From an optimization exercise on the open Yosys and OpenROAD flow, aimed at small area; shortcuts taken in it are not production practice. The RTL was checked by simulation tests, not by an equivalence proof against the original design. The flow treats the clock pin as an ideal source, which a real chip does not have. Power figures rest on the tool's default switching activity, not on a simulated workload.

### design/flow/config.mk
export PLATFORM = sky130hd
export DESIGN_NAME = Finale
export DESIGN_NICKNAME = Finale
export VERILOG_FILES = /design/flow/design.v
export SDC_FILE = /design/flow/constraint.sdc
export NUM_CORES = 4
export LEC_CHECK = 0
export ABC_AREA = 1
export CAP_MARGIN = 20
export CORE_MARGIN = 2
export CORE_UTILIZATION = 40
export CTS_BUF_LIST = sky130_fd_sc_hd__clkbuf_8
export CTS_CLUSTER_DIAMETER = 100
export CTS_CLUSTER_SIZE = 30
export SLEW_MARGIN = 20
### design/flow/constraint.sdc
create_clock -name core_clock -period 12.0 [get_ports {CLOCK_50}]
set_input_delay 2.4000 -clock core_clock [delete_from_list [all_inputs] [get_ports {CLOCK_50}]]
set_output_delay 2.4000 -clock core_clock [all_outputs]
set_load 0.01 [all_outputs]
### design/flow/design.v
module Finale
	(	CLOCK_50,
		resetn,
		SW_colour,
		ps2_key_data,
		ps2_key_pressed,
		vga_x,
		vga_y,
		vga_colour,
		vga_plot,
		HEX0, HEX1, HEX2, HEX3, HEX4, HEX5
	);
	input			CLOCK_50;
	input			resetn;
	input	[2:0]	SW_colour;
	input	[7:0]	ps2_key_data;
	input			ps2_key_pressed;
	output	[7:0]	vga_x;
	output	[6:0]	vga_y;
	output	[2:0]	vga_colour;
	output			vga_plot;
	output [6:0]HEX0, HEX1, HEX2, HEX3, HEX4, HEX5;
	localparam [121:0] QINIT = 122'b11010010110001011000111101001010011101001000100011010010010101100010110110000001110011010110001001001110110001000101110011;
	localparam [4:0]
		S_START    = 5'd0,
		S_UNSTART  = 5'd1,
		S_PROGPOS  = 5'd2,
		S_PROGDRAW = 5'd3,
		S_CLEAR    = 5'd4,
		S_BOXPOS   = 5'd5,
		S_DRAW     = 5'd6,
		S_WAIT     = 5'd7,
		S_UNWAIT   = 5'd8,
		S_CHECK    = 5'd9,
		S_DONECHK  = 5'd10,
		S_GAMEOVER = 5'd11,
		S_TC1      = 5'd12,
		S_GREEN    = 5'd13,
		S_ANIM     = 5'd14,
		S_SEGPOS   = 5'd15,
		S_SEGDRAW  = 5'd16,
		S_STOP1    = 5'd17,
		S_KEYWAIT  = 5'd18,
		S_INCPOS   = 5'd19,
		S_TC2      = 5'd20,
		S_DRAWRED  = 5'd21,
		S_STOP     = 5'd22,
		S_RANDOM   = 5'd23,
		S_UNSTOP   = 5'd24,
		S_CLEARRED = 5'd25,
		S_SHIFT1   = 5'd26,
		S_SHIFT2   = 5'd27;
	reg [2:0] kc;
	reg gamemode;
	wire gm = gamemode;
	reg [2:0] kin;
	always @(*) begin
		case (ps2_key_data)
			8'h15: kin = 3'd0;
			8'h1d: kin = 3'd1;
			8'h24: kin = 3'd2;
			8'h2d: kin = 3'd3;
			8'h05: kin = 3'd4;
			8'h06: kin = 3'd5;
			8'h12: kin = 3'd6;
			default: kin = 3'd7;
		endcase
	end
	always @(posedge CLOCK_50) begin
		if (!resetn)
			kc <= 3'd7;
		else if (ps2_key_pressed)
			kc <= kin;
		if (!resetn)
			gamemode <= 1'b0;
		else if (kin == 3'd4)
			gamemode <= 1'b0;
		else if (kin == 3'd5)
			gamemode <= 1'b1;
	end
	wire k05 = (kc == 3'd4);
	wire k06 = (kc == 3'd5);
	wire k12 = (kc == 3'd6);
	reg [4:0] st;
	reg [4:0] sd;			 
	wire [2:0] ss = sd[2:0];
	wire [1:0] dd = sd[4:3];
	wire [1:0] bb = sd[1:0];
	wire vseg = (ss == 3'd1) | (ss == 3'd2) | (ss == 3'd4) | (ss == 3'd5);
	reg [7:0] cx;			 
	reg [6:0] cy;			 
	reg fc;					 
	reg [11:0] tmr;
	reg [11:0] score;
	reg [5:0] ry;			 
	reg [1:0] tcol;			 
	reg [1:0] lk;			 
	reg donebox, doneseg, doneprog, donecheck, correct;
	wire st_stop = (st == S_STOP);
	wire restart0 = st_stop & ~gm;
	wire restart1 = (st == S_STOP1);
	wire rst_r = ~resetn | restart0;
	wire shift_en = (st == S_SHIFT1) | (st == S_SHIFT2);
	wire rnd = (st == S_RANDOM) | (st == S_UNSTOP);
	wire qop = shift_en | rnd;
	wire qkill = shift_en & ~gm & ~rst_r;
	reg [121:0] dead;
	reg [6:0] p8;
	function [6:0] lfs(input integer n);
		integer i;
		reg [6:0] v;
		begin
			v = 7'd1;
			for (i = 0; i < n; i = i + 1)
				v = {v[5:0], v[6] ^ v[5]};
			lfs = v;
		end
	endfunction
	localparam [6:0] P8_0 = lfs(0), P8_8 = lfs(8), P8_LAST = lfs(121);
	reg [7:0] W;
	wire [7:0] plo;
	wire [15:0] phi;
	wire [15:0] khi;
	genvar g;
	generate
		for (g = 0; g < 8; g = g + 1) begin : glo
			assign plo[g] = (p8[2:0] == g);
		end
		for (g = 0; g < 16; g = g + 1) begin : ghi
			assign phi[g] = (p8[6:3] == g);
			assign khi[g] = phi[g] & qkill;
		end
	endgenerate
	wire [121:0] E = QINIT & ~dead;
	reg enew;
	integer j, k;
	always @(*) begin
		enew = 1'b0;
		for (j = 0; j < 122; j = j + 1)
			if (QINIT[j]) begin
				k = lfs(j);
				enew = enew | (E[j] & phi[k >> 3] & plo[k & 7]);
			end
	end
	always @(posedge CLOCK_50) begin
		if (rst_r) begin
			p8 <= P8_8;
			W <= QINIT[7:0];
		end else if (qop) begin
			p8 <= (p8 == P8_LAST) ? P8_0 : {p8[5:0], p8[6] ^ p8[5]};
			W <= {enew, W[7:1]};
		end
		for (j = 0; j < 122; j = j + 1)
			if (QINIT[j]) begin
				k = lfs((j + 8) % 122);
				dead[j] <= (~rst_r & dead[j]) | (khi[k >> 3] & plo[k & 7]);
			end
	end
	wire qzero = (E == 122'd0);
	wire c990 = &{cy[4:1], cx[4:0]};			 
	wire c350 = vseg ? &{cx[3], cx[1], cy[4:0]} : &{cy[3], cy[1], cx[4:0]};	 
	wire c672 = &{cy[1], cx[7], cx[5], cx[0]};	 
	wire c15487 = &{cy[6:3], cy[0]};			 
	wire c30880 = &{cy[6:3], cx[7], cx[5], cx[0]};	 
	wire c255 = cy[0];						 
	reg [3:0] dig;
	always @(*) begin
		case (dd)
			2'd0: dig = gm ? score[11:8] : tmr[11:8];
			2'd1: dig = gm ? score[7:4] : tmr[7:4];
			default: dig = gm ? score[3:0] : tmr[3:0];
		endcase
	end
	wire [6:0] dhex;
	seg7d segd(dig, dhex);
	wire seg_on = ~dhex[ss];
	wire last_seg = (ss == 3'd6);
	wire last_dig = (dd == 2'd2);
	wire [4:0] sd_next = last_seg ? {dd + 2'd1, 3'd0} : {dd, ss + 3'd1};
	reg [4:0] nst;
	reg [4:0] nsd;
	always @(*) begin
		nst = st;
		nsd = sd;
		case (st)
			S_START:    if (ps2_key_pressed) nst = S_UNSTART;
			S_UNSTART:  if (!ps2_key_pressed) nst = S_PROGPOS;
			S_PROGPOS:  if (doneprog) nst = S_PROGDRAW;
			S_PROGDRAW: if (c672) nst = S_CLEAR;
			S_CLEAR:    if (c15487) begin nst = S_BOXPOS; nsd = 5'd0; end
			S_BOXPOS:   if (donebox) nst = S_DRAW;
			S_DRAW:     if (c990) begin
							if (bb == 2'd3) nst = S_WAIT;
							else begin nst = S_BOXPOS; nsd = {sd[4:2], bb + 2'd1}; end
						end
			S_WAIT:     if (ps2_key_pressed) nst = S_UNWAIT;
			S_UNWAIT:   if (!ps2_key_pressed) nst = S_CHECK;
			S_CHECK:    if (donecheck) nst = S_DONECHK;
			S_DONECHK:  if (!correct) begin nst = S_INCPOS; nsd = 5'd0; end
						else nst = gm ? S_TC1 : S_GAMEOVER;
			S_GAMEOVER: nst = qzero ? S_GREEN : S_KEYWAIT;
			S_TC1:      nst = tmr_zero ? S_GREEN : S_KEYWAIT;
			S_GREEN:    if (c15487) begin nst = S_ANIM; nsd = 5'd0; end
			S_ANIM:     if (c255) nst = S_SEGPOS;
			S_SEGPOS:   if (doneseg) begin
							if (seg_on) nst = S_SEGDRAW;
							else if (!last_seg) nsd = sd_next;
							else if (!last_dig) begin nst = S_ANIM; nsd = sd_next; end
							else nst = gm ? S_STOP1 : S_STOP;
						end
			S_SEGDRAW:  if (c350) begin
							if (last_seg && last_dig) nst = gm ? S_STOP1 : S_STOP;
							else begin nst = S_ANIM; nsd = sd_next; end
						end
			S_STOP1:    if (k12 || k05 || k06) nst = S_START;
			S_KEYWAIT:  if (ps2_key_pressed) nst = S_SHIFT1;
			S_INCPOS:   if (donebox) nst = gm ? S_TC2 : S_DRAWRED;
			S_TC2:      nst = tmr_zero ? S_GREEN : S_DRAWRED;
			S_DRAWRED:  if (c990) nst = S_STOP;
			S_STOP:     nst = S_RANDOM;
			S_RANDOM:   if (k12) nst = S_UNSTOP;
			S_UNSTOP:   if (!ps2_key_pressed) nst = S_CLEARRED;
			S_CLEARRED: if (c30880) nst = S_CLEAR;
			S_SHIFT1:   nst = S_SHIFT2;
			S_SHIFT2:   nst = S_START;
			default:    nst = S_START;
		endcase
	end
	wire stay = (nst == st);
	wire w32 = (st == S_DRAW) | (st == S_DRAWRED) | (st == S_SEGDRAW);
	wire w128 = (st == S_CLEAR) | (st == S_GREEN);
	wire wrap = w32 ? &cx[4:0] : w128 ? &cx[6:0] : &cx[7:0];
	wire vmode = (st == S_SEGDRAW) & vseg;
	wire wrapy = &cy[4:0];
	always @(posedge CLOCK_50) begin
		if (!resetn)
			st <= S_START;
		else
			st <= nst;
		sd <= nsd;
		if (!stay) begin
			cx <= 8'd0;
			cy <= 7'd0;
		end
		else if (vmode) begin
			if (wrapy) begin
				cy <= 7'd0;
				cx <= cx + 8'd1;
			end
			else
				cy <= cy + 7'd1;
		end
		else if (wrap) begin
			cx <= 8'd0;
			cy <= cy + 7'd1;
		end
		else
			cx <= cx + 8'd1;
		fc <= ~stay;
	end
	wire boxpos = (st == S_BOXPOS) | (st == S_INCPOS);
	wire [1:0] bsel = (st == S_INCPOS) ? 2'd0 : bb;
	reg [1:0] wcol;
	always @(*) begin
		case (bsel)
			2'd0: wcol = W[1:0];
			2'd1: wcol = W[3:2];
			2'd2: wcol = W[5:4];
			default: wcol = W[7:6];
		endcase
	end
	always @(posedge CLOCK_50) begin
		if (rst_r) begin
			ry <= 6'd60;
			lk <= 2'd0;
			donebox <= 1'b0;
			doneseg <= 1'b0;
			doneprog <= 1'b0;
		end
		else begin
			if (boxpos) begin
				tcol <= wcol;
				donebox <= 1'b1;
			end
			if (st == S_SEGPOS)
				doneseg <= 1'b1;
			if (st == S_PROGPOS) begin
				ry <= ry - 6'd1;
				doneprog <= 1'b1;
			end
			if (st == S_PROGPOS)
				lk <= 2'd0;
			else if (st == S_DRAWRED)
				lk <= 2'd1;
			else if (st == S_SEGDRAW || st == S_SEGPOS)
				lk <= 2'd2;
		end
	end
	reg [7:0] tilex;
	always @(*) begin
		case (tcol)
			2'd0: tilex = 8'd18;
			2'd1: tilex = 8'd49;
			2'd2: tilex = 8'd81;
			default: tilex = 8'd112;
		endcase
	end
	reg [6:0] tiley;
	always @(*) begin
		case (bb)
			2'd0: tiley = 7'd89;
			2'd1: tiley = 7'd59;
			2'd2: tiley = 7'd29;
			default: tiley = 7'd0;
		endcase
	end
	reg [7:0] segx;
	reg [6:0] segy;
	always @(*) begin
		case (ss)
			3'd0: begin segx = 8'd25; segy = 7'd30; end
			3'd1: begin segx = 8'd46; segy = 7'd30; end
			3'd2: begin segx = 8'd46; segy = 7'd60; end
			3'd3: begin segx = 8'd25; segy = 7'd81; end
			3'd4: begin segx = 8'd25; segy = 7'd60; end
			3'd5: begin segx = 8'd25; segy = 7'd30; end
			default: begin segx = 8'd25; segy = 7'd55; end
		endcase
		case (dd)
			2'd0: segx = segx;
			2'd1: segx = segx + 8'd40;
			default: segx = segx + 8'd80;
		endcase
	end
	always @(posedge CLOCK_50) begin
		if (rst_r) begin
			correct <= 1'b0;
			donecheck <= 1'b0;
		end
		else if (st == S_CHECK) begin
			correct <= ~kc[2] & (kc[1:0] == W[1:0]);
			donecheck <= 1'b1;
		end
	end
	always @(posedge CLOCK_50) begin
		if (!resetn || restart1 || k06 || k05)
			score <= 12'd0;
		else if (st == S_SHIFT2 && gm)
			score[3:0] <= score[3:0] + 4'd1;
		else if (score[3] & score[1]) begin
			score[3:0] <= 4'd0;
			if (score[7] & score[4]) begin
				score[7:4] <= 4'd0;
				if (score[11] & score[8])
					score <= 12'h999;
				else
					score[11:8] <= score[11:8] + 4'd1;
			end
			else
				score[7:4] <= score[7:4] + 4'd1;
		end
	end
	localparam [14:0] LF_T = 15'h6e58, LF_R0 = 15'h6ada, LF_R1 = 15'h6a5b;
	reg [14:0] lf;
	wire tick = (lf == LF_T);
	always @(posedge CLOCK_50) begin
		if (!resetn)
			lf <= LF_T;
		else if (tick)
			lf <= gm ? LF_R1 : LF_R0;
		else
			lf <= {lf[13:0], lf[14] ^ lf[13]};
	end
	reg timer_en;
	always @(*) begin
		case (st)
			S_START, S_UNSTART, S_RANDOM: timer_en = gm;
			S_GREEN, S_ANIM, S_SEGPOS, S_SEGDRAW, S_STOP1, S_UNSTOP: timer_en = 1'b0;
			default: timer_en = 1'b1;
		endcase
	end
	wire [3:0] t0 = tmr[3:0], t1 = tmr[7:4], t2 = tmr[11:8];
	wire z0 = (t0 == 4'd0), z1 = (t1 == 4'd0), z2 = (t2 == 4'd0);
	wire tmr_zero = z0 & z1 & z2;
	always @(posedge CLOCK_50) begin
		if (!resetn)
			tmr <= 12'd0;
		else if (k06 || (restart1 && gm))
			tmr <= 12'h030;
		else if (tick && timer_en) begin
			if (!tmr_zero) begin
				tmr[3:0] <= z0 ? 4'd9 : t0 - 4'd1;
				if (z0) begin
					tmr[7:4] <= z1 ? 4'd9 : t1 - 4'd1;
					if (z1) tmr[11:8] <= t2 - 4'd1;
				end
			end
		end
		else if (restart0)
			tmr <= 12'h999;
	end
	wire draw_box = (st == S_DRAW);
	wire draw_red = (st == S_DRAWRED);
	wire segdraw = (st == S_SEGDRAW);
	wire progdraw = (st == S_PROGDRAW);
	wire clr = (st == S_CLEAR) | (st == S_GREEN);
	wire clrred = (st == S_CLEARRED);
	wire drawing = draw_box | draw_red | segdraw | progdraw | clrred | clr;
	wire act = drawing & resetn;
	wire left = clrred | ((st == S_CLEAR) & fc);		 
	wire sel_tile = draw_box | draw_red | ((st == S_GREEN) & fc) | (left & (lk == 2'd1));
	wire sel_seg = segdraw | (left & (lk == 2'd2));
	wire sel_17 = clr & ~fc;
	reg [7:0] bx;
	reg [6:0] by;
	always @(*) begin
		bx = 8'd0;
		if (sel_tile) bx = tilex;
		if (sel_seg) bx = segx;
		if (sel_17) bx = 8'd17;
		by = 7'd0;
		if (draw_box | draw_red | (clrred & (lk == 2'd1))) by = tiley;
		if (segdraw | (clrred & (lk == 2'd2))) by = segy;
		if (progdraw) by = {ry, 1'b1};
	end
	wire [7:0] ax = cx;
	wire [6:0] ay = cy;
	wire [7:0] sx = bx + ax;
	wire [6:0] sy = by + ay;
	assign vga_x = act ? sx : 8'd0;
	assign vga_y = act ? sy : 7'd0;
	assign vga_plot = drawing;
	wire cgreen = (progdraw & ~gm) | (st == S_GREEN);
	wire cred = (progdraw & gm) | draw_red | clrred;
	assign vga_colour = cgreen ? 3'b010 : clr ? 3'b111 : cred ? 3'b100 : (draw_box | draw_red | segdraw) ? SW_colour : 3'b000;
	seg7d display0(tmr[3:0], HEX0);
	seg7d display1(tmr[7:4], HEX1);
	seg7d display2(tmr[11:8], HEX2);
	seg7a display3(score[3:0], HEX3);
	seg7d display4(score[7:4], HEX4);
	seg7d display5(score[11:8], HEX5);
endmodule
module seg7d(input [3:0]C, output [6:0]HEX);
	assign HEX[0] = (~C[3] & ~C[2] & ~C[1] & C[0]) | (C[2] & ~C[1] & ~C[0]);
	assign HEX[1] = (C[2] & ~C[1] & C[0]) | (C[2] & C[1] & ~C[0]);
	assign HEX[2] = (~C[2] & C[1] & ~C[0]);
	assign HEX[3] = (~C[2] & ~C[1] & C[0]) | (C[2] & ~C[1] & ~C[0]) | (C[2] & C[1] & C[0]);
	assign HEX[4] = (C[2] & ~C[1]) | (C[0]);
	assign HEX[5] = (~C[3] & ~C[2] & C[0]) | (~C[2] & C[1]) | (C[1] & C[0]);
	assign HEX[6] = (~C[3] & ~C[2] & ~C[1]) | (C[2] & C[1] & C[0]);
endmodule
module seg7a(input [3:0]C, output [6:0]HEX);
	assign HEX[0] = (~C[3] & ~C[2] & ~C[1] & C[0]) | (C[2] & ~C[1] & ~C[0]);
	assign HEX[1] = (C[2] & ~C[1] & C[0]) | (C[2] & C[1] & ~C[0]);
	assign HEX[2] = (~C[3] & ~C[2] & C[1] & ~C[0]);
	assign HEX[3] = (C[3] & C[1]) | (~C[2] & ~C[1] & C[0]) | (C[2] & ~C[1] & ~C[0]) | (C[2] & C[1] & C[0]);
	assign HEX[4] = (C[2] & ~C[1]) | (C[0]);
	assign HEX[5] = (~C[3] & ~C[2] & C[1]) | (~C[3] & ~C[2] & C[0]) | (C[1] & C[0]);
	assign HEX[6] = (~C[3] & ~C[2] & ~C[1]) | (C[2] & C[1] & C[0]);
endmodule
### design/flow/flow/run.sh
#!/bin/bash
# Layout flow: the standard synthesis, then an area-oriented re-mapping of the
# combinational logic (registers kept as they are, by name and cell), a check that the
# re-mapped netlist is equivalent to the standard one, then the standard layout.
set -euo pipefail
W=$(pwd)
R=$W/orfs/results/$FLOW_PLATFORM/Finale/base
LIB=$FLOW_HOME/platforms/$FLOW_PLATFORM/lib/sky130_fd_sc_hd__tt_025C_1v80.lib
YOSYS=$(command -v yosys || echo $FLOW_HOME/../tools/install/yosys/bin/yosys)

bash standard.sh synth > $W/flow_synth.log 2>&1

cp $R/1_2_yosys.v $W/std_netlist.v
sed -e "s#@LIB@#$LIB#g" -e "s#@IN@#$W/std_netlist.v#g" -e "s#@OUT@#$W/resyn_netlist.v#g" \
    -e "s#@SCRIPT@#$W/flow/resyn.abc#g" $W/flow/resyn.ys > $W/resyn.ys
sed -e "s#@LIB@#$LIB#g" -e "s#@GOLD@#$W/std_netlist.v#g" -e "s#@GATE@#$W/resyn_netlist.v#g" \
    $W/flow/equiv.ys > $W/equiv.ys
if $YOSYS -s $W/resyn.ys > $W/flow_resyn.log 2>&1 && $YOSYS -s $W/equiv.ys > $W/flow_equiv.log 2>&1; then
    cp $W/resyn_netlist.v $R/1_2_yosys.v
    echo "using the re-mapped netlist" > $W/flow_choice.log
else
    echo "re-mapping failed or not proven equivalent: using the standard netlist" > $W/flow_choice.log
fi
rm -f $R/1_synth.odb $R/1_synth.sdc
touch $R/1_2_yosys.v $R/1_2_yosys.sdc

# clock tree options (without dummy loads), read from flow/cts_args.txt
CTS_ARGS=$(cat $W/flow/cts_args.txt)
export CTS_ARGS
BUFFER_PORTS_ARGS="-buffer_cell sky130_fd_sc_hd__buf_1" bash standard.sh finish > $W/flow_layout.log 2>&1
### design/flow/flow/cts_args.txt
-repair_clock_nets -buf_list sky130_fd_sc_hd__clkbuf_8 -dont_use_dummy_load
### design/flow/flow/equiv.ys
read_liberty -ignore_miss_func @LIB@
setattr -mod -set blackbox 1 sky130_fd_sc_hd__df* sky130_fd_sc_hd__edf* sky130_fd_sc_hd__sdf* sky130_fd_sc_hd__sedf* sky130_fd_sc_hd__dl*
read_verilog @GOLD@
rename Finale gold
read_verilog @GATE@
rename Finale gate
flatten gold gate
rename -hide w:_*
opt_clean
equiv_make gold gate equiv
hierarchy -top equiv
equiv_simple
equiv_status -assert
### design/flow/flow/resyn.abc
strash
&get -n
&st
&dch -f
&nf -R 1000
&put
mfs2 -W 6
strash
&get -n
&dch -f
&nf -R 1000
&put
mfs2 -W 6
strash
&get -n
&dch -f
&nf -R 1000
&put
### design/flow/flow/resyn.ys
read_liberty -ignore_miss_func @LIB@
setattr -mod -set blackbox 1 sky130_fd_sc_hd__df* sky130_fd_sc_hd__edf* sky130_fd_sc_hd__sdf* sky130_fd_sc_hd__sedf* sky130_fd_sc_hd__dl*
read_verilog @IN@
hierarchy -top Finale
flatten
rename -hide w:*.*
opt_clean -purge
abc -liberty @LIB@ -dont_use sky130_fd_sc_hd__probe_p_8 -dont_use sky130_fd_sc_hd__probec_p_8 -dont_use sky130_fd_sc_hd__lpflow_* -script @SCRIPT@
opt_clean -purge
hilomap -singleton -hicell sky130_fd_sc_hd__conb_1 HI -locell sky130_fd_sc_hd__conb_1 LO
insbuf -buf sky130_fd_sc_hd__buf_4 A X
splitnets
opt_clean -purge
select -assert-none t:$lut t:$_*
stat -liberty @LIB@
write_verilog -noattr -nohex -nodec @OUT@
### design/flow/standard.sh
#!/bin/bash
# synth_recipe.tcl (not shown) runs the flow's synth.tcl, then flattens the netlist and writes it again
# the make line also repeats each setting of config.mk as NAME=value (left out here)
make -C /OpenROAD-flow-scripts/flow DESIGN_CONFIG=/design/flow/config.mk WORK_HOME=/design/flow/orfs CLKGATE_MAP_FILE= SYNTH_SCRIPT=/design/flow/synth_recipe.tcl "${@:-finish}"
==> results of run 1 <==
==> metrics by stage <==
step | hold WS, ns | utilization [%]
floorplan | 0.405 | -
global placement | 0.415 | 44.4
detailed placement | 0.421 | 44.4
CTS | 0.441 | 45.6
global route | 0.461 | 45.6
finish | 0.440 | 45.6
==> power groups by stage <==
stage	registers [mW]	logic, mW	clock network (mW)
after floorplan	0.546	0.0272	0
after global placement	0.548	0.0426	0
after detailed placement	0.548	0.0425	0
after CTS	0.536	0.0425	0.309
after global routing	0.538	0.0474	0.329
final	0.536	0.0425	0.300
==> routing by layer <==
| metal | track usage [%] | part of all wire, % |
|---|---|---|
| met3 | 6.29 | 8.3 |
| met4 | 8.67 | 2.3 |
| met5 | 0 | 0 |
| met2 | 37.8 | 43 |
| met1 | 37.0 | 47 |
==> flip-flops by register name, indices dropped and copies added, names as in the netlist, 7 cells and up <==
name,flops
dead,57
p8,7
cy,7
cx,8
score,12
W,8
lf,15
tmr,12
==> final timing paths <==
| kind | start | to | slack [ns] |
|---|---|---|---|
| setup / recovery | st[1] | vga_x[7] | 4.45 |
| hold / removal | lf[8] | lf[9] | 0.44 |
| setup reg to reg | sd[4] | cx[6] | 6.58 |
| hold reg to reg | lf[8] | lf[9] | 0.44 |
==> layout make-up <==
type / count / area, µm² / area share (%)
multi-input cells: 911 / 5090 / 54.9
flip-flops and latches: 156 / 3190 / 34.4
repair buffers: 82 / 338 / 3.64
well taps: 270 / 338 / 3.64
clock buffers: 17 / 234 / 2.52
inverters: 22 / 82.6 / 0.890
==> summary.txt, run 1 <==
Clock tree
  • H-tree levels: 4
  • Clock slew at reported path FFs: roughly 0.070 ns
  • CTS tree: yes
  • Setup bufs post-CTS: 0
  • Post-CTS Hold Fix Bufs: 0
  • Clock Tree Root: clkbuf_8
  • Clock Latency Late Sink: 0.47 ns
  • CTS resizes: 0
  • CTS Buffer Depth: 2
  • CTS Buf Count: 17
  • Clock Sinks: between 150 and 200

Critical path
  • Crit path buffers/inverters: 2
  • Critical Path, Cell by Cell: or2_0 > nor2_1 > a21oi_1 > nor3b_1 > a211oi_1 > clkinv_1 > a211oi_1 > o21a_1 > o22ai_1 > and3_1 > a21oi_1 > nor2_1 > a31o_1 > maj3_1 > and2_0 > a21oi_1 > maj3_1 > xor2_1 > nor2_1 > buf_1
  • CP peak stage delay: just under 0.6 ns
  • Max FO, Critical Path: 14
  • Startpoint types: flop
  • Crit path max-delay family: compound AO/OA/AOI/OAI gates
  • Slowest-stage cell, CP: dfxtp_1
  • Critical path class: flop to output pin
  • R2R cell count: 18
  • CP Data Arrival Time: between 5 and 6 ns
  • Req. time, crit path: around 9.6 ns
  • Worst setup EP type: output pin
  • WP depth: 20

Floorplan
  • Die area: ~0.022 mm²
  • Die Y: 149 µm
  • Core Area: 0.0204 mm²
  • IO Count: between 70 and 80
  • DIE WIDTH: around 150 µm
  • # rows: 52
  • Starting Density: about two fifths

Layout
  • Layout cells sized above 1: around 2.3%
  • # fillers: between 2000 and 2500
  • Final cell count without fillers: about 1500
  • Most common cell after layout, fill and taps aside: nor2_1
  • Fin area: 0.00928 mm²
  • Inserted Diodes: 0
  • Nets: roughly 1200
  • Commonest non-fill, non-tap cells in the layout: nor2_1 (160), dfxtp_1 (149), nand2_1 (132)
  • Syn-to-layout area delta: 11.0%

Timing
  • Setup_tns: 0 ns
  • Final setup margin: 4.45 ns
  • Max Slew Vio Count: 0
  • Fin crit period: 7.55 ns
  • Hold Vio Cnt, Final: 0
  • Final setup viols: 0
  • RSZ-0062 raised after global routing: no
  • Clock Skew: 0.0576 ns
  • Slew @ Worst Pin: slightly below 1 ns
  • Tcrit/Tclk final: 62.9%
  • Relative slew slack: 34.4%
  • F_max: between 0.1 and 0.15 GHz

Placement
  • GPL Wtd Cong: between 1 and 1.5
  • Final HPWL from detailed placement: ~22 mm
  • Placed Cells: 1441
  • Worst slack, placed: approximately 5 ns
  • PortBufs: between 70 and 80
  • Post-DP Area: approximately 0.0090 mm²

GRT
  • Gr usage total: roughly 26%
  • First-pass GRT wire length: 44.4 mm
  • Initial antenna violation count: 0
  • Vias in the first global route: ~8100
  • Largest net degree at the start of global routing: 65
  • Remaining Overflow, GRT: 0

Logic synthesis
  • Post-Syn Area: 0.00836 mm²
  • Synth Warn #: between 60 and 70
  • Syn Inst Count: approximately 1100
  • Syn Area/Cell: 7.68 µm²
  • Post-Synthesis Net Count: around 1100

Power
  • Clk pwr share: approximately a third
  • Combinational Power Share: 4.8%
  • Pleak: around 3.3 nW
  • Internal: approximately 0.67 mW
  • PD cells: roughly 95 mW/mm²
  • Sequential power share: ~60%
  • Pwr Total: 0.879 mW
  • Switching share of power: 24.2%
  • Worst ir drop on vdd: a little over 0.05 mV
  • Sw power: about 0.21 mW

Drt
  • Routed vias/inst: 6.04
  • Post-route ant nets: 0
  • Iteration-0 DRC Markers: 840
  • Detailed Route WL: ~28 mm
  • Drt drc: 0
  • Via count: between 8000 and 9000
  • Drt pass-1 iters: 5
  • Routed len/inst: 19.5 µm

Min path
  • Min-delay worst type: flop to flop
  • Hold depth: 1

Job
  • Max-cap check violation count: 0

Status
  • Status: timing/DRC/antenna clean
==> run 2: changes to the inputs <==
==> design/flow/flow/cts_args.txt (replaced) <==
-sink_clustering_enable -repair_clock_nets -sink_clustering_size 40 -sink_clustering_max_diameter 150 -sink_buffer_max_cap_derate 1.0 -buf_list sky130_fd_sc_hd__clkbuf_16 -dont_use_dummy_load
==> run 2 against run 1 <==
- still clean
- final area increased by 2.1%
- die area unchanged
- synthesized cell count unchanged
- register-to-register slack about the same
- worst hold slack got worse by 0.00061 ns
- critical path type unchanged
- highest routed layer unchanged
==> summary.txt, run 2 <==
Status
  • Status: timing/DRC/antenna clean (unchanged)

Critical path
  • Critical Path Source: st[1] (unchanged)
  • Crit path max-delay family: compound AO/OA/AOI/OAI gates (unchanged)
  • Startpoint types: flop (unchanged)
  • R2R cell count: 18 (unchanged)
  • Worst flop-to-flop path startpoint: sd[4] (unchanged)
  • CP Data Arrival Time: 5.12 ns (was 5.15 ns)
  • Req. time, crit path: 9.60 ns (about the same)
  • R2r setup slk: 6.59 ns (was 6.58 ns)
  • Crit path buffers/inverters: 2 (unchanged)
  • Worst r2r dst: cx[6] (unchanged)
  • Slowest-stage cell, CP: dfxtp_1 (unchanged)
  • CP endpoint: vga_x[7] (unchanged)
  • CP peak stage delay: 0.57 ns (was 0.58 ns)
  • WP depth: 20 (unchanged)
  • Critical path class: flop to output pin (unchanged)
  • Worst setup EP type: output pin (unchanged)
  • Max FO, Critical Path: 14 (unchanged)
  • Critical Path, Cell by Cell: or2_0 > nor2_1 > a21oi_1 > nor3b_1 > a211oi_1 > clkinv_1 > a211oi_1 > o21a_1 > o22ai_1 > and3_1 > a21oi_1 > nor2_1 > a31o_1 > maj3_1 > and2_0 > a21oi_1 > maj3_1 > xor2_1 > nor2_1 > buf_1 (unchanged)

Floorplan
  • DIE WIDTH: 149 µm (unchanged)
  • Die area: 0.0221 mm² (unchanged)
  • Starting Density: 41.1% (unchanged)
  • Core Area: 0.0204 mm² (unchanged)
  • # rows: 52 (unchanged)
  • IO Count: 75 (unchanged)
  • Die Y: 149 µm (unchanged)

Layout
  • Layout cells sized above 1: 2.27% (unchanged)
  • Nets: 1204 (unchanged)
  • Most common cell after layout, fill and taps aside: nor2_1 (unchanged)
  • Biggest regs: dead (57), lf (15) (unchanged)
  • Commonest non-fill, non-tap cells in the layout: nor2_1 (160), dfxtp_1 (149), nand2_1 (132) (unchanged)
  • Inserted Diodes: 0 (unchanged)
  • Final core occ: 46.5% (was 45.6%)
  • Syn-to-layout area delta: 13.2% (was 11.0%)
  • Largest reg by FF count: dead (unchanged)
  • Max reg flops: 57 (unchanged)

GRT
  • Vias in the first global route: 8075 (was 8059)
  • Routing usage on met2: 38.3% (was 37.8%)
  • Remaining Overflow, GRT: 0 (unchanged)
  • Gr usage total: 26.0% (was 25.8%)
  • Largest net degree at the start of global routing: 65 (unchanged)
  • Initial antenna violation count: 0 (unchanged)
  • Most Crowded Layer GR: met2 (unchanged)
  • First-pass GRT wire length: 44.7 mm (was 44.4 mm)
  • GR Util met1: 37.0% (about the same)
  • Met3 usage: 6.44% (was 6.29%)

Timing
  • Relative slew slack: 33.5% (was 34.4%)
  • Clock Skew: 0.0354 ns (was 0.0576 ns)
  • Fin crit period: 7.52 ns (was 7.55 ns)
  • Hold Vio Cnt, Final: 0 (unchanged)
  • Setup_tns: 0 ns (unchanged)
  • RSZ-0062 raised after global routing: no (unchanged)
  • F_max: 0.133 GHz (was 0.132 GHz)
  • Tcrit/Tclk final: 62.6% (was 62.9%)
  • Final setup viols: 0 (unchanged)
  • Max Slew Vio Count: 0 (unchanged)
  • Slew @ Worst Pin: 0.988 ns (was 0.975 ns)

Power
  • Combinational Power Share: 4.2% (was 4.8%)
  • Sw power: 0.233 mW (was 0.213 mW)
  • Worst ir drop on vdd: 0.0772 mV (was 0.0508 mV)
  • Clk pwr share: 43.2% (was 34.2%)
  • Pleak: 3.36 nW (was 3.27 nW)
  • PD cells: 108 mW/mm² (was 94.8 mW/mm²)
  • Internal: 0.788 mW (was 0.667 mW)
  • Sequential power share: 52.6% (was 61.0%)
  • Switching share of power: 22.8% (was 24.2%)

Drt
  • Drt pass-1 iters: 8 (was 5)
  • Iteration-0 DRC Markers: 764 (was 840)
  • Routed vias/inst: 6.03 (was 6.04)
  • Detailed Route WL: 28.6 mm (was 28.5 mm)
  • Post-route ant nets: 0 (unchanged)
  • Routed len/inst: 19.6 µm (was 19.5 µm)
  • Via count: 8793 (was 8800)
  • Drt drc: 0 (unchanged)

Clock tree
  • H-tree levels: 4 (unchanged)
  • Clock slew at reported path FFs: 0.06 ns (was 0.07 ns)
  • Post-CTS Hold Fix Bufs: 0 (unchanged)
  • Clock Tree Root: clkbuf_16 (was clkbuf_8)
  • CTS tree: yes (unchanged)
  • CTS Buf Count: 17 (unchanged)
  • Clock Sinks: 156 (unchanged)
  • CTS Buffer Depth: 2 (unchanged)
  • Setup bufs post-CTS: 0 (unchanged)
  • Clock Latency Late Sink: 0.44 ns (was 0.47 ns)
  • CTS resizes: 0 (unchanged)

Logic synthesis
  • Syn Area/Cell: 7.68 µm² (unchanged)
  • Post-Synthesis Net Count: 1103 (unchanged)
  • Post-Syn Area: 0.00836 mm² (unchanged)
  • Syn Inst Count: 1089 (unchanged)
  • Synth Warn #: 66 (unchanged)

Job
  • Max-cap check violation count: 0 (unchanged)

Min path
  • Hold depth: 1 (unchanged)
  • Min-delay worst type: flop to flop (unchanged)

Placement
  • PortBufs: 74 (unchanged)
  • GPL Wtd Cong: 1.05 (unchanged)
  • Final HPWL from detailed placement: 21.6 mm (unchanged)
## run 2: worst register-to-register path, stage by stage, from the launching register on
cell and delay [ns]:
edfxtp_1 0.59, nor2_1 0.62, nor2_1 0.20, a31oi_1 0.20, o21ai_0 0.09, a31oi_1 0.41
o21ai_0 0.24, o21ai_0 0.12, nor2_1 0.05, a211oi_1 0.27, a31oi_1 0.07, o21ai_0 0.32
nand3b_1 0.21, a21oi_1 0.10, or3_1 0.44, xor2_1 0.18, or3_1 0.66, or2_0 0.38
nor3_1 0.20
## run 2: how the worst min path moves through the flow
stage | from | end
floorplan | lf[8] | lf[9]
global placement | lf[10] | lf[11]
detailed placement | lf[8] | lf[9]
CTS | lf[8] | lf[9]
global route | lf[8] | lf[9]
finish | lf[8] | lf[9]
## run 2: layout make-up
| cell class | instances | area, µm² |
|---|---|---|
| Fill cell | 2095 | 10900 |
| Multi-Input combinational cell | 911 | 5090 |
| Sequential cell | 156 | 3190 |
| Clock buffer | 17 | 425 |
| Timing Repair Buffer | 82 | 338 |
| Tap cell | 270 | 338 |
| Inverter | 22 | 82.6 |
## run 2: stage by stage
stage               worst slack [ns]  power (mW)  hold WS (ns)  std cells  instance area [µm²]
floorplan                       5.66       0.573         0.405       1089                 8360
global placement                5.08       0.591         0.415       1441                 9040
detailed placement              5.01       0.591         0.421       1441                 9040
CTS                             4.54        1.03         0.437       1458                 9470
global route                    4.04        1.05         0.456       1458                 9470
finish                          4.48        1.02         0.439       1458                 9470
## run 2: power by group through the flow
stage / sequential [mW] / combinational (mW) / clock [mW]
3_5_place_dp: 0.548 / 0.0425 / 0
4_1_cts: 0.537 / 0.0426 / 0.449
6_report: 0.537 / 0.0427 / 0.441
2_1_floorplan: 0.546 / 0.0272 / 0
3_3_place_gp: 0.548 / 0.0426 / 0
5_1_grt: 0.538 / 0.0474 / 0.469
## run 2: per-layer routing
metal | wire length (µm) | share of wire (%)
met3 | 2270 | 7.9
met4 | 692 | 2.4
met5 | 0 | 0
met2 | 12200 | 43
met1 | 13500 | 47
==> run 3: changes to the inputs <==
==> design/flow/flow/cts_args.txt (replaced) <==
-sink_clustering_enable -sink_clustering_levels 1 -sink_clustering_size 30 -sink_clustering_max_diameter 200 -repair_clock_nets -buf_list sky130_fd_sc_hd__clkbuf_8 -dont_use_dummy_load
==> run 3 against run 2 <==
- count of clock-buffer cells in the layout is the same
- sequential power about the same
- clock skew rose by 0.022 ns
- via count hardly changed
- register-to-register slack hardly changed
- setup slack lost 0.030 ns
- final area fell by 2.0%
- core utilization shrank 0.94 points
- combinational power barely moved
- maximum frequency is 0.40% lower
- critical endpoint unchanged
- largest power group unchanged
- highest routed layer unchanged
==> summary.txt, run 3 <==
Drt
  • Drt drc: 0 (unchanged)
  • Detailed Route WL: 28.5 mm (was 28.6 mm)
  • Routed vias/inst: 6.04 (was 6.03)
  • Routed len/inst: 19.5 µm (was 19.6 µm)
  • Post-route ant nets: 0 (unchanged)
  • Drt pass-1 iters: 5 (was 8)
  • Via count: 8800 (was 8793)
  • Iteration-0 DRC Markers: 840 (was 764)

Clock tree
  • Clock Latency Late Sink: 0.47 ns (was 0.44 ns)
  • Post-CTS Hold Fix Bufs: 0 (unchanged)
  • Setup bufs post-CTS: 0 (unchanged)
  • CTS tree: yes (unchanged)
  • H-tree levels: 4 (unchanged)
  • Clock Tree Root: clkbuf_8 (was clkbuf_16)
  • CTS Buffer Depth: 2 (unchanged)
  • Clock Sinks: 156 (unchanged)
  • Clock slew at reported path FFs: 0.07 ns (was 0.06 ns)
  • CTS resizes: 0 (unchanged)
  • CTS Buf Count: 17 (unchanged)

Power
  • Switching share of power: 24.2% (was 22.8%)
  • PD cells: 94.8 mW/mm² (was 108 mW/mm²)
  • Pleak: 3.27 nW (was 3.36 nW)
  • Sequential power share: 61.0% (was 52.6%)
  • Clk pwr share: 34.2% (was 43.2%)
  • Sw power: 0.213 mW (was 0.233 mW)
  • Combinational Power Share: 4.8% (was 4.2%)
  • Worst ir drop on vdd: 0.0508 mV (was 0.0772 mV)
  • Pwr Total: 0.879 mW (was 1.02 mW)
  • Internal: 0.667 mW (was 0.788 mW)

Critical path
  • Critical path class: flop to output pin (unchanged)
  • Critical Path, Cell by Cell: or2_0 > nor2_1 > a21oi_1 > nor3b_1 > a211oi_1 > clkinv_1 > a211oi_1 > o21a_1 > o22ai_1 > and3_1 > a21oi_1 > nor2_1 > a31o_1 > maj3_1 > and2_0 > a21oi_1 > maj3_1 > xor2_1 > nor2_1 > buf_1 (unchanged)
  • CP peak stage delay: 0.58 ns (was 0.57 ns)
  • Crit path buffers/inverters: 2 (unchanged)
  • Startpoint types: flop (unchanged)
  • Max FO, Critical Path: 14 (unchanged)
  • Slowest-stage cell, CP: dfxtp_1 (unchanged)
  • Worst setup EP type: output pin (unchanged)
  • CP Data Arrival Time: 5.15 ns (was 5.12 ns)
  • Crit path max-delay family: compound AO/OA/AOI/OAI gates (unchanged)
  • Req. time, crit path: 9.60 ns (about the same)

GRT
  • First-pass GRT wire length: 44.4 mm (was 44.7 mm)
  • Largest net degree at the start of global routing: 65 (unchanged)
  • Gr usage total: 25.8% (was 26.0%)
  • Initial antenna violation count: 0 (unchanged)
  • Vias in the first global route: 8059 (was 8075)
  • Remaining Overflow, GRT: 0 (unchanged)

Layout
  • Biggest regs: dead (57), lf (15) (unchanged)
  • Layout cells sized above 1: 2.27% (unchanged)
  • Nets: 1204 (unchanged)
  • Largest reg by FF count: dead (unchanged)
  • Commonest non-fill, non-tap cells in the layout: nor2_1 (160), dfxtp_1 (149), nand2_1 (132) (unchanged)
  • Most common cell after layout, fill and taps aside: nor2_1 (unchanged)
  • Inserted Diodes: 0 (unchanged)
  • Syn-to-layout area delta: 11.0% (was 13.2%)
  • Final core occ: 45.6% (was 46.5%)
  • Max reg flops: 57 (unchanged)

Timing
  • Final setup viols: 0 (unchanged)
  • Max Slew Vio Count: 0 (unchanged)
  • Setup_tns: 0 ns (unchanged)
  • Fin crit period: 7.55 ns (was 7.52 ns)
  • Clock Skew: 0.0576 ns (was 0.0354 ns)
  • Tcrit/Tclk final: 62.9% (was 62.6%)
  • Slew @ Worst Pin: 0.975 ns (was 0.988 ns)
  • Hold Vio Cnt, Final: 0 (unchanged)
  • Relative slew slack: 34.4% (was 33.5%)
  • RSZ-0062 raised after global routing: no (unchanged)
  • F_max: 0.132 GHz (was 0.133 GHz)

Floorplan
  • Core Area: 0.0204 mm² (unchanged)
  • Die Y: 149 µm (unchanged)
  • Die area: 0.0221 mm² (unchanged)
  • DIE WIDTH: 149 µm (unchanged)
  • Starting Density: 41.1% (unchanged)
  • # rows: 52 (unchanged)
  • IO Count: 75 (unchanged)

Job
  • Max-cap check violation count: 0 (unchanged)

Logic synthesis
  • Syn Inst Count: 1089 (unchanged)
  • Syn Area/Cell: 7.68 µm² (unchanged)
  • Post-Syn Area: 0.00836 mm² (unchanged)
  • Post-Synthesis Net Count: 1103 (unchanged)
  • Synth Warn #: 66 (unchanged)

Status
  • Status: timing/DRC/antenna clean (unchanged)

Min path
  • Min-delay worst type: flop to flop (unchanged)

Placement
  • Final HPWL from detailed placement: 21.6 mm (unchanged)
  • GPL Wtd Cong: 1.05 (unchanged)
  • PortBufs: 74 (unchanged)
-- run 3: metrics by stage --
stage               instances  setup slack (ns)  area (µm²)  hold WS [ns]
floorplan                1089              5.66        8360         0.405
global placement         1441              5.08        9040         0.415
detailed placement       1441              5.01        9040         0.421
CTS                      1458              4.49        9280         0.441
global route             1458              3.98        9280         0.461
finish                   1458              4.45        9280         0.440
-- run 3: power groups by stage --
stage	logic, mW	clock network, mW	registers (mW)
after floorplan	0.0272	0	0.546
after global placement	0.0426	0	0.548
after detailed placement	0.0425	0	0.548
after CTS	0.0425	0.309	0.536
after global routing	0.0474	0.329	0.538
final	0.0425	0.300	0.536
-- run 3: worst reg2reg max path, cell delays in order, from the launching register on --
cell	delay, ns
edfxtp_1	0.60
nor2_1	0.63
nor2_1	0.21
a31oi_1	0.20
o21ai_0	0.10
a31oi_1	0.41
o21ai_0	0.24
o21ai_0	0.12
nor2_1	0.05
a211oi_1	0.27
a31oi_1	0.06
o21ai_0	0.30
nand3b_1	0.21
a21oi_1	0.10
or3_1	0.43
xor2_1	0.18
or3_1	0.66
or2_0	0.38
nor3_1	0.21
-- run 3: path summary, 6_finish.rpt --
kind	to	start	slack (ns)	depth (start not counted)
setup reg to reg	cx[6]	sd[4]	6.58	18
hold reg to reg	lf[9]	lf[8]	0.44	1
setup / recovery	vga_x[7]	st[1]	4.45	20
hold / removal	lf[9]	lf[8]	0.44	1
-- run 3: area by class of cell --
| cell class | count | area, µm² |
|---|---|---|
| multi-input combinational | 911 | 5090 |
| inverter | 22 | 82.6 |
| sequential | 156 | 3190 |
| tap | 270 | 338 |
| timing repair buffer | 82 | 338 |
| clock buffer | 17 | 234 |
| fill | 2126 | 11100 |
-- run 3: per-layer routing --
| layer | vias to the layer above | global-route usage [%] | share of wire (%) |
|---|---|---|---|
| met5 | - | 0 | 0 |
| met4 | 0 | 8.67 | 2.3 |
| met3 | 52 | 6.29 | 8.3 |
| met2 | 349 | 37.8 | 43 |
| met1 | 4143 | 37.0 | 47 |
| li1 | 4256 | - | - |
==> run 4: changes to the inputs <==
==> design/flow/flow/cts_args.txt (replaced) <==
-sink_clustering_enable -repair_clock_nets -sink_clustering_size 16 -sink_clustering_max_diameter 60 -buf_list sky130_fd_sc_hd__clkbuf_8 -dont_use_dummy_load
==> run 4 against run 3 <==
- still clean
- register-to-register slack about the same
- sequential share of layout area unchanged
- combinational power about the same
- clock skew unchanged
- clock power about the same
- first-iteration DRC count unchanged
- critical path depth unchanged
- global-route usage unchanged
- critical endpoint unchanged
- largest cell class unchanged
- largest power group unchanged
- highest routed layer unchanged
==> summary.txt, run 4 <==
Timing
  • Clock Skew: 0.0576 ns (unchanged)
  • Tcrit/Tclk final: 62.9% (unchanged)
  • RSZ-0062 raised after global routing: no (unchanged)
  • F_max: 0.132 GHz (unchanged)
  • Setup_tns: 0 ns (unchanged)
  • Hold Vio Cnt, Final: 0 (unchanged)
  • Relative slew slack: 34.4% (unchanged)
  • Fin crit period: 7.55 ns (unchanged)
  • Max Slew Vio Count: 0 (unchanged)
  • Slew @ Worst Pin: 0.975 ns (unchanged)
  • Final setup viols: 0 (unchanged)
  • Worst hold slack: 0.440 ns (unchanged)

Layout
  • Fin area: 0.00928 mm² (unchanged)
  • Biggest regs: dead (57), lf (15) (unchanged)
  • Largest reg by FF count: dead (unchanged)
  • Max reg flops: 57 (unchanged)
  • Inserted Diodes: 0 (unchanged)
  • Layout cells sized above 1: 2.27% (unchanged)
  • Commonest non-fill, non-tap cells in the layout: nor2_1 (160), dfxtp_1 (149), nand2_1 (132) (unchanged)
  • Final cell count without fillers: 1458 (unchanged)
  • # fillers: 2126 (unchanged)
  • Syn-to-layout area delta: 11.0% (unchanged)
  • Nets: 1204 (unchanged)
  • Most common cell after layout, fill and taps aside: nor2_1 (unchanged)

Drt
  • Routed vias/inst: 6.04 (unchanged)
  • Iteration-0 DRC Markers: 840 (unchanged)
  • Routed len/inst: 19.5 µm (unchanged)
  • Via count: 8800 (unchanged)
  • Drt pass-1 iters: 5 (unchanged)
  • Drt drc: 0 (unchanged)
  • Post-route ant nets: 0 (unchanged)
  • Detailed Route WL: 28.5 mm (unchanged)

Power
  • Worst ir drop on vdd: 0.0508 mV (unchanged)
  • Pwr Total: 0.879 mW (unchanged)
  • PD cells: 94.8 mW/mm² (unchanged)
  • Pleak: 3.27 nW (unchanged)

Logic synthesis
  • Syn Area/Cell: 7.68 µm² (unchanged)
  • Synth Warn #: 66 (unchanged)
  • Post-Synthesis Net Count: 1103 (unchanged)
  • Syn Inst Count: 1089 (unchanged)
  • Post-Syn Area: 0.00836 mm² (unchanged)

Clock tree
  • Clock Latency Late Sink: 0.47 ns (about the same)
  • Clock Sinks: 156 (unchanged)
  • H-tree levels: 4 (unchanged)
  • CTS resizes: 0 (unchanged)
  • Setup bufs post-CTS: 0 (unchanged)
  • Post-CTS Hold Fix Bufs: 0 (unchanged)
  • CTS Buf Count: 17 (unchanged)
  • Clock Tree Root: clkbuf_8 (unchanged)
  • Clock slew at reported path FFs: 0.07 ns (about the same)
  • CTS Buffer Depth: 2 (unchanged)
  • CTS tree: yes (unchanged)

Critical path
  • Slowest-stage cell, CP: dfxtp_1 (unchanged)
  • Crit path buffers/inverters: 2 (unchanged)
  • CP peak stage delay: 0.58 ns (about the same)
  • Crit path max-delay family: compound AO/OA/AOI/OAI gates (unchanged)
  • Critical Path, Cell by Cell: or2_0 > nor2_1 > a21oi_1 > nor3b_1 > a211oi_1 > clkinv_1 > a211oi_1 > o21a_1 > o22ai_1 > and3_1 > a21oi_1 > nor2_1 > a31o_1 > maj3_1 > and2_0 > a21oi_1 > maj3_1 > xor2_1 > nor2_1 > buf_1 (unchanged)
  • Worst r2r dst: cx[6] (unchanged)
  • Worst setup EP type: output pin (unchanged)
  • R2r setup slk: 6.58 ns (about the same)
  • Startpoint types: flop (unchanged)
  • Worst flop-to-flop path startpoint: sd[4] (unchanged)
  • CP Data Arrival Time: 5.15 ns (about the same)
  • Req. time, crit path: 9.60 ns (about the same)
  • Critical Path Source: st[1] (unchanged)
  • R2R cell count: 18 (unchanged)
  • Critical path class: flop to output pin (unchanged)
  • Max FO, Critical Path: 14 (unchanged)

Floorplan
  • IO Count: 75 (unchanged)
  • Die area: 0.0221 mm² (unchanged)
  • # rows: 52 (unchanged)
  • DIE WIDTH: 149 µm (unchanged)
  • Core Area: 0.0204 mm² (unchanged)
  • Starting Density: 41.1% (unchanged)
  • Die Y: 149 µm (unchanged)

Placement
  • Placed Cells: 1441 (unchanged)
  • PortBufs: 74 (unchanged)
  • Final HPWL from detailed placement: 21.6 mm (unchanged)
  • Post-DP Area: 0.00904 mm² (unchanged)
  • GPL Wtd Cong: 1.05 (unchanged)

GRT
  • Vias in the first global route: 8059 (unchanged)
  • Initial antenna violation count: 0 (unchanged)
  • Remaining Overflow, GRT: 0 (unchanged)
  • Largest net degree at the start of global routing: 65 (unchanged)
  • Gr usage total: 25.8% (unchanged)
  • First-pass GRT wire length: 44.4 mm (unchanged)

Job
  • Max-cap check violation count: 0 (unchanged)

Min path
  • Min-delay worst type: flop to flop (unchanged)
  • Beginning of the worst hold path: lf[8] (unchanged)
  • Hold depth: 1 (unchanged)
  • Hold EP: lf[9] (unchanged)

Status
  • Status: timing/DRC/antenna clean (unchanged)
==> run 4: metal layers <==
metal	wire [µm]	part of all wire (%)	global-route usage (%)
met1	13400	47	37.0
met2	12100	43	37.8
met3	2350	8.3	6.29
met4	662	2.3	8.67
met5	0	0	0
==> run 4: power breakdown <==
group | total, mW | switching (mW) | internal (mW)
logic | 0.0425 | 0.0291 | 0.0134
clock network | 0.300 | 0.175 | 0.125
registers | 0.536 | 0.00834 | 0.528
==> run 4: through the flow <==
step	util (%)	setup slack [ns]
floorplan	-	5.66
CTS	45.6	4.49
detailed placement	44.4	5.01
global route	45.6	3.98
finish	45.6	4.45
global placement	44.4	5.08
==> run 4: layout make-up <==
type                            instances  area (µm²)  share of cell area [%]
Timing Repair Buffer                   82         338                    3.64
Multi-Input combinational cell        911        5090                    54.9
Clock buffer                           17         234                    2.52
Sequential cell                       156        3190                    34.4
Tap cell                              270         338                    3.64
Inverter                               22        82.6                   0.890
==> run 4: worst max-delay path by stage <==
stage	end	slack (ns)	cells past startpoint
floorplan	vga_x[7]	5.66	19
global placement	vga_x[7]	5.08	20
detailed placement	vga_x[7]	5.01	20
CTS	vga_x[7]	4.49	20
global route	vga_x[7]	3.98	20
finish	vga_x[7]	4.45	20
==> run 5: changes to the inputs <==
==> design/flow/flow/resyn.abc (replaced) <==
strash
&get -n
&deepsyn -T 120
&put
strash
&get -n
&dch -f
&nf -R 1000
&put
mfs2 -W 6
strash
&get -n
&dch -f
&nf -R 1000
&put
==> run 5 against run 4 <==
- synthesized area shrank 1.5%
- synthesized cell count shrank 1.1%
- clock power is essentially flat
- die area shrank 1.4%
- largest power group unchanged
- sequential share of layout area grew 0.58 points
- via count shrank 4.0%
- global-route usage shrank 2.3 points
- setup slack lost 0.51 ns
- combinational power grew to 10 times the previous value
- core utilization shrank 0.46 points
- wire length shrank 9.7%
- highest routed layer unchanged
==> summary.txt, run 5 <==
Status
  • Status: timing/DRC/antenna clean (unchanged)

Clock tree
  • Clock Sinks: 156 (unchanged)
  • H-tree levels: 4 (unchanged)
  • CTS Buffer Depth: 2 (unchanged)
  • Setup bufs post-CTS: 0 (unchanged)
  • CTS resizes: 0 (unchanged)
  • Clock Latency Late Sink: 0.47 ns (about the same)
  • Clock Tree Root: clkbuf_8 (unchanged)
  • CTS Buf Count: 17 (unchanged)
  • Post-CTS Hold Fix Bufs: 0 (unchanged)
  • CTS tree: yes (unchanged)
  • Clock slew at reported path FFs: 0.08 ns (was 0.07 ns)

Critical path
  • Worst setup EP type: output pin (unchanged)
  • CP peak stage delay: 0.73 ns (was 0.58 ns)
  • Worst flop-to-flop path startpoint: sd[4] (unchanged)
  • Crit path buffers/inverters: 2 (unchanged)
  • Critical path class: flop to output pin (unchanged)
  • Slowest-stage cell, CP: dfxtp_1 (unchanged)
  • Critical Path Source: st[1] (unchanged)
  • Max FO, Critical Path: 19 (was 14)
  • Startpoint types: flop (unchanged)
  • Req. time, crit path: 9.60 ns (about the same)
  • Worst r2r dst: cx[5] (was cx[6])
  • CP endpoint: vga_x[7] (unchanged)
  • CP Data Arrival Time: 5.66 ns (was 5.15 ns)
  • Crit path max-delay family: simple AND/OR/NAND/NOR gates (was compound AO/OA/AOI/OAI gates)
  • Most used cell, CP: nand2_1
  • R2R cell count: 17 (was 18)
  • WP depth: 21 (was 20)
  • Critical Path, Cell by Cell: clkinv_1 > nor2_1 > nand2_1 > nand2_1 > or2_0 > nor2_1 > nor2_1 > a21oi_1 > o21ai_0 > nand3_1 > and2_0 > maj3_1 > and2_0 > a21o_1 > maj3_1 > nand2_1 > nand2_1 > maj3_1 > o21bai_1 > a21oi_1 > buf_1 (was or2_0 > nor2_1 > a21oi_1 > nor3b_1 > a211oi_1 > clkinv_1 > a211oi_1 > o21a_1 > o22ai_1 > and3_1 > a21oi_1 > nor2_1 > a31o_1 > maj3_1 > and2_0 > a21oi_1 > maj3_1 > xor2_1 > nor2_1 > buf_1)
  • R2r setup slk: 7.40 ns (was 6.58 ns)

Drt
  • Post-route ant nets: 0 (unchanged)
  • Met1 WL: 12.1 mm (was 13.4 mm)
  • Iteration-0 DRC Markers: 818 (was 840)
  • Via count: 8448 (was 8800)
  • Routed len/inst: 17.8 µm (was 19.5 µm)
  • Met3 routed WL: 2.21 mm (was 2.35 mm)
  • Max layer used: met4 (unchanged)
  • Drt drc: 0 (unchanged)
  • Routed vias/inst: 5.86 (was 6.04)
  • WL met2: 10.8 mm (was 12.1 mm)
  • Detailed Route WL: 25.7 mm (was 28.5 mm)
  • Drt pass-1 iters: 6 (was 5)

Timing
  • Max Slew Vio Count: 0 (unchanged)
  • Setup_tns: 0 ns (unchanged)
  • Hold Vio Cnt, Final: 0 (unchanged)
  • Relative slew slack: 43.9% (was 34.4%)
  • Fin crit period: 8.06 ns (was 7.55 ns)
  • Tcrit/Tclk final: 67.1% (was 62.9%)
  • Slew @ Worst Pin: 0.832 ns (was 0.975 ns)
  • Final setup margin: 3.94 ns (was 4.45 ns)
  • RSZ-0062 raised after global routing: no (unchanged)
  • Clock Skew: 0.0406 ns (was 0.0576 ns)
  • F_max: 0.124 GHz (was 0.132 GHz)
  • Final setup viols: 0 (unchanged)

GRT
  • First-pass GRT wire length: 40.9 mm (was 44.4 mm)
  • Gr usage total: 23.5% (was 25.8%)
  • Vias in the first global route: 7565 (was 8059)
  • Initial antenna violation count: 0 (unchanged)
  • Remaining Overflow, GRT: 0 (unchanged)
  • Largest net degree at the start of global routing: 66 (was 65)

Floorplan
  • Starting Density: 40.7% (was 41.1%)
  • DIE WIDTH: 147 µm (was 149 µm)
  • Core Area: 0.0202 mm² (was 0.0204 mm²)
  • Die area: 0.0218 mm² (was 0.0221 mm²)
  • # rows: 52 (unchanged)
  • Die Y: 147 µm (was 149 µm)
  • IO Count: 75 (unchanged)

Job
  • Max-cap check violation count: 0 (unchanged)

Power
  • Pleak: 3.17 nW (was 3.27 nW)
  • PD cells: 149 mW/mm² (was 94.8 mW/mm²)
  • Worst ir drop on vdd: 0.0655 mV (was 0.0508 mV)

Layout
  • Layout cells sized above 1: 2.22% (was 2.27%)
  • Biggest regs: dead (57), lf (15) (unchanged)
  • Commonest non-fill, non-tap cells in the layout: nand2_1 (162), dfxtp_1 (149), nor2_1 (132) (was nor2_1 (160), dfxtp_1 (149), nand2_1 (132))
  • # fillers: 2116 (was 2126)
  • Syn-to-layout area delta: 10.8% (was 11.0%)
  • Final cell count without fillers: 1442 (was 1458)
  • Max reg flops: 57 (unchanged)
  • Fin area: 0.00912 mm² (was 0.00928 mm²)
  • Final core occ: 45.1% (was 45.6%)
  • Inserted Diodes: 0 (unchanged)
  • Most common cell after layout, fill and taps aside: nand2_1 (was nor2_1)
  • Nets: 1188 (was 1204)
  • Largest reg by FF count: dead (unchanged)

Logic synthesis
  • Post-Synthesis Net Count: 1091 (was 1103)
  • Syn Area/Cell: 7.65 µm² (was 7.68 µm²)
  • Post-Syn Area: 0.00824 mm² (was 0.00836 mm²)
  • Synth Warn #: 66 (unchanged)
  • Syn Inst Count: 1077 (was 1089)

Placement
  • Final HPWL from detailed placement: 18.9 mm (was 21.6 mm)
  • PortBufs: 74 (unchanged)
  • Post-DP Area: 0.00888 mm² (was 0.00904 mm²)
  • Worst slack, placed: 4.54 ns (was 5.01 ns)
  • Placed Cells: 1425 (was 1441)
  • GPL Wtd Cong: 0.986 (was 1.05)

Min path
  • Min-delay worst type: flop to flop (unchanged)
run 5: cell type report:
class | instances | area [µm²] | share of cell area, %
clock buffers | 17 | 234 | 2.56
inverters | 20 | 75.1 | 0.823
multi-input cells | 901 | 4980 | 54.5
flip-flops and latches | 156 | 3190 | 35.0
well taps | 270 | 338 | 3.70
repair buffers | 78 | 308 | 3.37
run 5: through the flow:
step           power (mW)  hold slack [ns]
4_1_cts              1.35            0.446
3_5_place_dp         1.06            0.426
5_1_grt              1.43            0.480
6_report             1.35            0.444
2_1_floorplan       0.920            0.411
3_3_place_gp         1.06            0.417
run 5: metal layers:
layer,up-vias,track usage [%]
li1,4139,-
met3,44,5.40
met1,3908,33.6
met2,357,34.5
met5,-,0
met4,0,8.75
run 5: report_power, final:
group	internal, mW	switching, mW	total [mW]
logic	0.150	0.290	0.440
clock network	0.125	0.173	0.298
registers	0.556	0.0612	0.617
run 5: worst min path at each step:
stage | from | end | slack [ns] | cells after the start
3_5_place_dp | lf[10] | lf[11] | 0.43 | 1
2_1_floorplan | lf[10] | lf[11] | 0.41 | 1
5_1_grt | lf[8] | lf[9] | 0.48 | 1
3_3_place_gp | lf[10] | lf[11] | 0.42 | 1
6_report | lf[10] | lf[11] | 0.44 | 1
4_1_cts | lf[10] | lf[11] | 0.45 | 1
==> run 6: changes to the inputs <==
--- a/design/flow/flow/run.sh
+++ b/design/flow/flow/run.sh
@@ -29,2 +29,3 @@
 export CTS_ARGS
+export PRE_CTS_TCL=$W/flow/pre_cts.tcl
 BUFFER_PORTS_ARGS="-buffer_cell sky130_fd_sc_hd__buf_1" bash standard.sh finish > $W/flow_layout.log 2>&1
==> design/flow/flow/pre_cts.tcl (new file) <==
set_max_fanout 40 [current_design]
==> run 6 against run 5 <==
- register-to-register slack got worse by 1.2 ns
- clock power barely moved
- wire length fell by 0.48%
- cell count rose by 0.49%
- clock skew fell by 0.0013 ns
- die area fell by 0.70%
- highest routed layer unchanged
==> summary.txt, run 6 <==
Critical path
  • Req. time, crit path: 9.60 ns (about the same)
  • CP Data Arrival Time: 5.06 ns (was 5.66 ns)
  • Worst setup EP type: output pin (unchanged)
  • Critical path class: flop to output pin (unchanged)
  • Startpoint types: flop (unchanged)
  • Max FO, Critical Path: 22 (was 19)

Timing
  • Relative slew slack: 36.1% (was 43.9%)
  • RSZ-0062 raised after global routing: no (unchanged)
  • F_max: 0.134 GHz (was 0.124 GHz)
  • Tcrit/Tclk final: 62.2% (was 67.1%)
  • Hold Vio Cnt, Final: 0 (unchanged)
  • Final setup viols: 0 (unchanged)
  • Fin crit period: 7.46 ns (was 8.06 ns)
  • Clock Skew: 0.0394 ns (was 0.0406 ns)
  • Max Slew Vio Count: 0 (unchanged)
  • Slew @ Worst Pin: 0.955 ns (was 0.832 ns)
  • Setup_tns: 0 ns (unchanged)

Placement
  • GPL Wtd Cong: 0.967 (was 0.986)
  • PortBufs: 74 (unchanged)
  • Final HPWL from detailed placement: 18.9 mm (about the same)

Drt
  • Drt drc: 0 (unchanged)
  • Iteration-0 DRC Markers: 778 (was 818)
  • Via count: 8496 (was 8448)
  • Routed vias/inst: 5.86 (about the same)
  • Detailed Route WL: 25.6 mm (was 25.7 mm)
  • Routed len/inst: 17.7 µm (was 17.8 µm)
  • Drt pass-1 iters: 7 (was 6)
  • Post-route ant nets: 0 (unchanged)

GRT
  • Vias in the first global route: 7657 (was 7565)
  • First-pass GRT wire length: 40.5 mm (was 40.9 mm)
  • Largest net degree at the start of global routing: 64 (was 66)
  • Initial antenna violation count: 0 (unchanged)
  • Gr usage total: 23.4% (was 23.5%)
  • Remaining Overflow, GRT: 0 (unchanged)

Logic synthesis
  • Synth Warn #: 66 (unchanged)
  • Syn Area/Cell: 7.57 µm² (was 7.65 µm²)
  • Syn Inst Count: 1080 (was 1077)
  • Post-Syn Area: 0.00818 mm² (was 0.00824 mm²)
  • Post-Synthesis Net Count: 1094 (was 1091)

Floorplan
  • Die Y: 147 µm (about the same)
  • IO Count: 75 (unchanged)
  • DIE WIDTH: 147 µm (about the same)
  • Die area: 0.0216 mm² (was 0.0218 mm²)
  • Starting Density: 40.5% (was 40.7%)
  • # rows: 52 (unchanged)
  • Core Area: 0.0202 mm² (about the same)

Layout
  • Layout cells sized above 1: 2.04% (was 2.22%)
  • Commonest non-fill, non-tap cells in the layout: nand2_1 (166), dfxtp_1 (149), nor2_1 (140) (was nand2_1 (162), dfxtp_1 (149), nor2_1 (132))
  • Final core occ: 45.2% (was 45.1%)
  • Largest reg by FF count: dead (unchanged)
  • Nets: 1195 (was 1188)
  • Syn-to-layout area delta: 11.6% (was 10.8%)
  • Max reg flops: 57 (unchanged)
  • Biggest regs: dead (57), lf (15) (unchanged)
  • Most common cell after layout, fill and taps aside: nand2_1 (unchanged)
  • Inserted Diodes: 0 (unchanged)
  • # fillers: 2100 (was 2116)

Power
  • Pleak: 3.13 nW (was 3.17 nW)
  • PD cells: 151 mW/mm² (was 149 mW/mm²)
  • Worst ir drop on vdd: 0.0759 mV (was 0.0655 mV)

Clock tree
  • CTS Buf Count: 17 (unchanged)
  • CTS resizes: 0 (unchanged)
  • CTS tree: yes (unchanged)
  • Clock Latency Late Sink: 0.47 ns (about the same)
  • Setup bufs post-CTS: 0 (unchanged)
  • Clock slew at reported path FFs: 0.08 ns (about the same)
  • Clock Sinks: 156 (unchanged)
  • Post-CTS Hold Fix Bufs: 0 (unchanged)

Status
  • Status: timing/DRC/antenna clean (unchanged)

Job
  • Max-cap check violation count: 0 (unchanged)

Min path
  • Min-delay worst type: flop to flop (unchanged)
## run 6: power breakdown
group / total [mW] / internal [mW] / switching, mW / leakage (nW)
registers: 0.609 / 0.556 / 0.0522 / 1.27
clock network: 0.296 / 0.125 / 0.171 / 0.122
logic: 0.472 / 0.163 / 0.310 / 1.73
total: 1.38 / 0.844 / 0.533 / 3.13
## run 6: layout make-up
class	instances	area, µm²	share of cell area [%]
Multi-Input combinational cell	900	4910	53.8
Sequential cell	156	3190	35.0
Timing Repair Buffer	82	363	3.98
Tap cell	270	338	3.70
Clock buffer	17	234	2.56
Inverter	24	90.1	0.987
## run 6: stage by stage
step	area, µm²	power (mW)	worst slack, ns	std cells	hold slack (ns)
final	9130	1.38	4.54	1449	0.426
after global routing	9130	1.46	4.11	1449	0.442
after detailed placement	8840	1.08	5.03	1429	0.434
after floorplan	8180	0.932	5.15	1080	0.411
after global placement	8840	1.08	5.14	1429	0.424
after CTS	9080	1.38	4.54	1446	0.435
## run 6: path summary, 6_finish.rpt
check	start	to	slack (ns)	cells after the start
max	st[4]	vga_x[7]	4.54	20
min	lf[10]	lf[11]	0.43	1
max reg2reg	gamemode	dead[34]	6.17	11
min reg2reg	lf[10]	lf[11]	0.43	1
## run 6: worst max-delay path: stages, from the launching register on
cell and delay, ns:
dfxtp_1 0.76, nor3_1 0.20, and2_0 0.34, or4_1 0.58, nand2_1 0.26, nor2_1 0.07, a21oi_1 0.24, clkinv_1 0.13
a21oi_1 0.14, o21ai_0 0.11, nand2_1 0.13, a21oi_1 0.09, nor2b_1 0.14, a31o_1 0.22, maj3_1 0.38, nand2_1 0.10
a21oi_1 0.08, a31o_1 0.21, a21oi_1 0.14, o21a_1 0.14, buf_1 0.14
## run 6: routing by layer
layer	vias to the layer above	global-route usage, %	routed length, µm
li1	4144	-	-
met1	3924	33.3	11900
met2	357	34.3	10900
met3	71	5.71	2060
met4	0	8.89	711
met5	-	0	0

==> port drivers added, routing unchanged <==
No port has a modelled driver above. Below, the same layouts with a new extraction and two added sets of constraints. Step 1, drivers: a clkbuf_16 drives CLOCK_50 and a buf_2 each remaining input, both assumed. Step 2 also shifts input and output timing later by t, the mid clock arrival at the registers, as if the neighbouring blocks saw the same clock. Three values: no drivers, after step 1, after step 2; two values: the first two.
run	shift t [ns]	slack for setup (ns)	worst setup path after step 2	cell pins on the clock port's net
run 1	0.489	4.452 / 4.409 / 4.898	register to output	1
run 2	0.467	4.483 / 4.434 / 4.900	register to output	1
run 3	0.489	4.452 / 4.409 / 4.898	register to output	1
run 4	0.489	4.452 / 4.409 / 4.898	register to output	1
run 5	0.493	3.944 / 3.901 / 4.395	register to output	1
run 6	0.490	4.541 / 4.500 / 4.391	input to register	1
After both steps setup and hold are still met in every run listed. The setup slack of run 6, which loses most, moves by -0.041 ns with the drivers and by -0.150 ns with both steps.
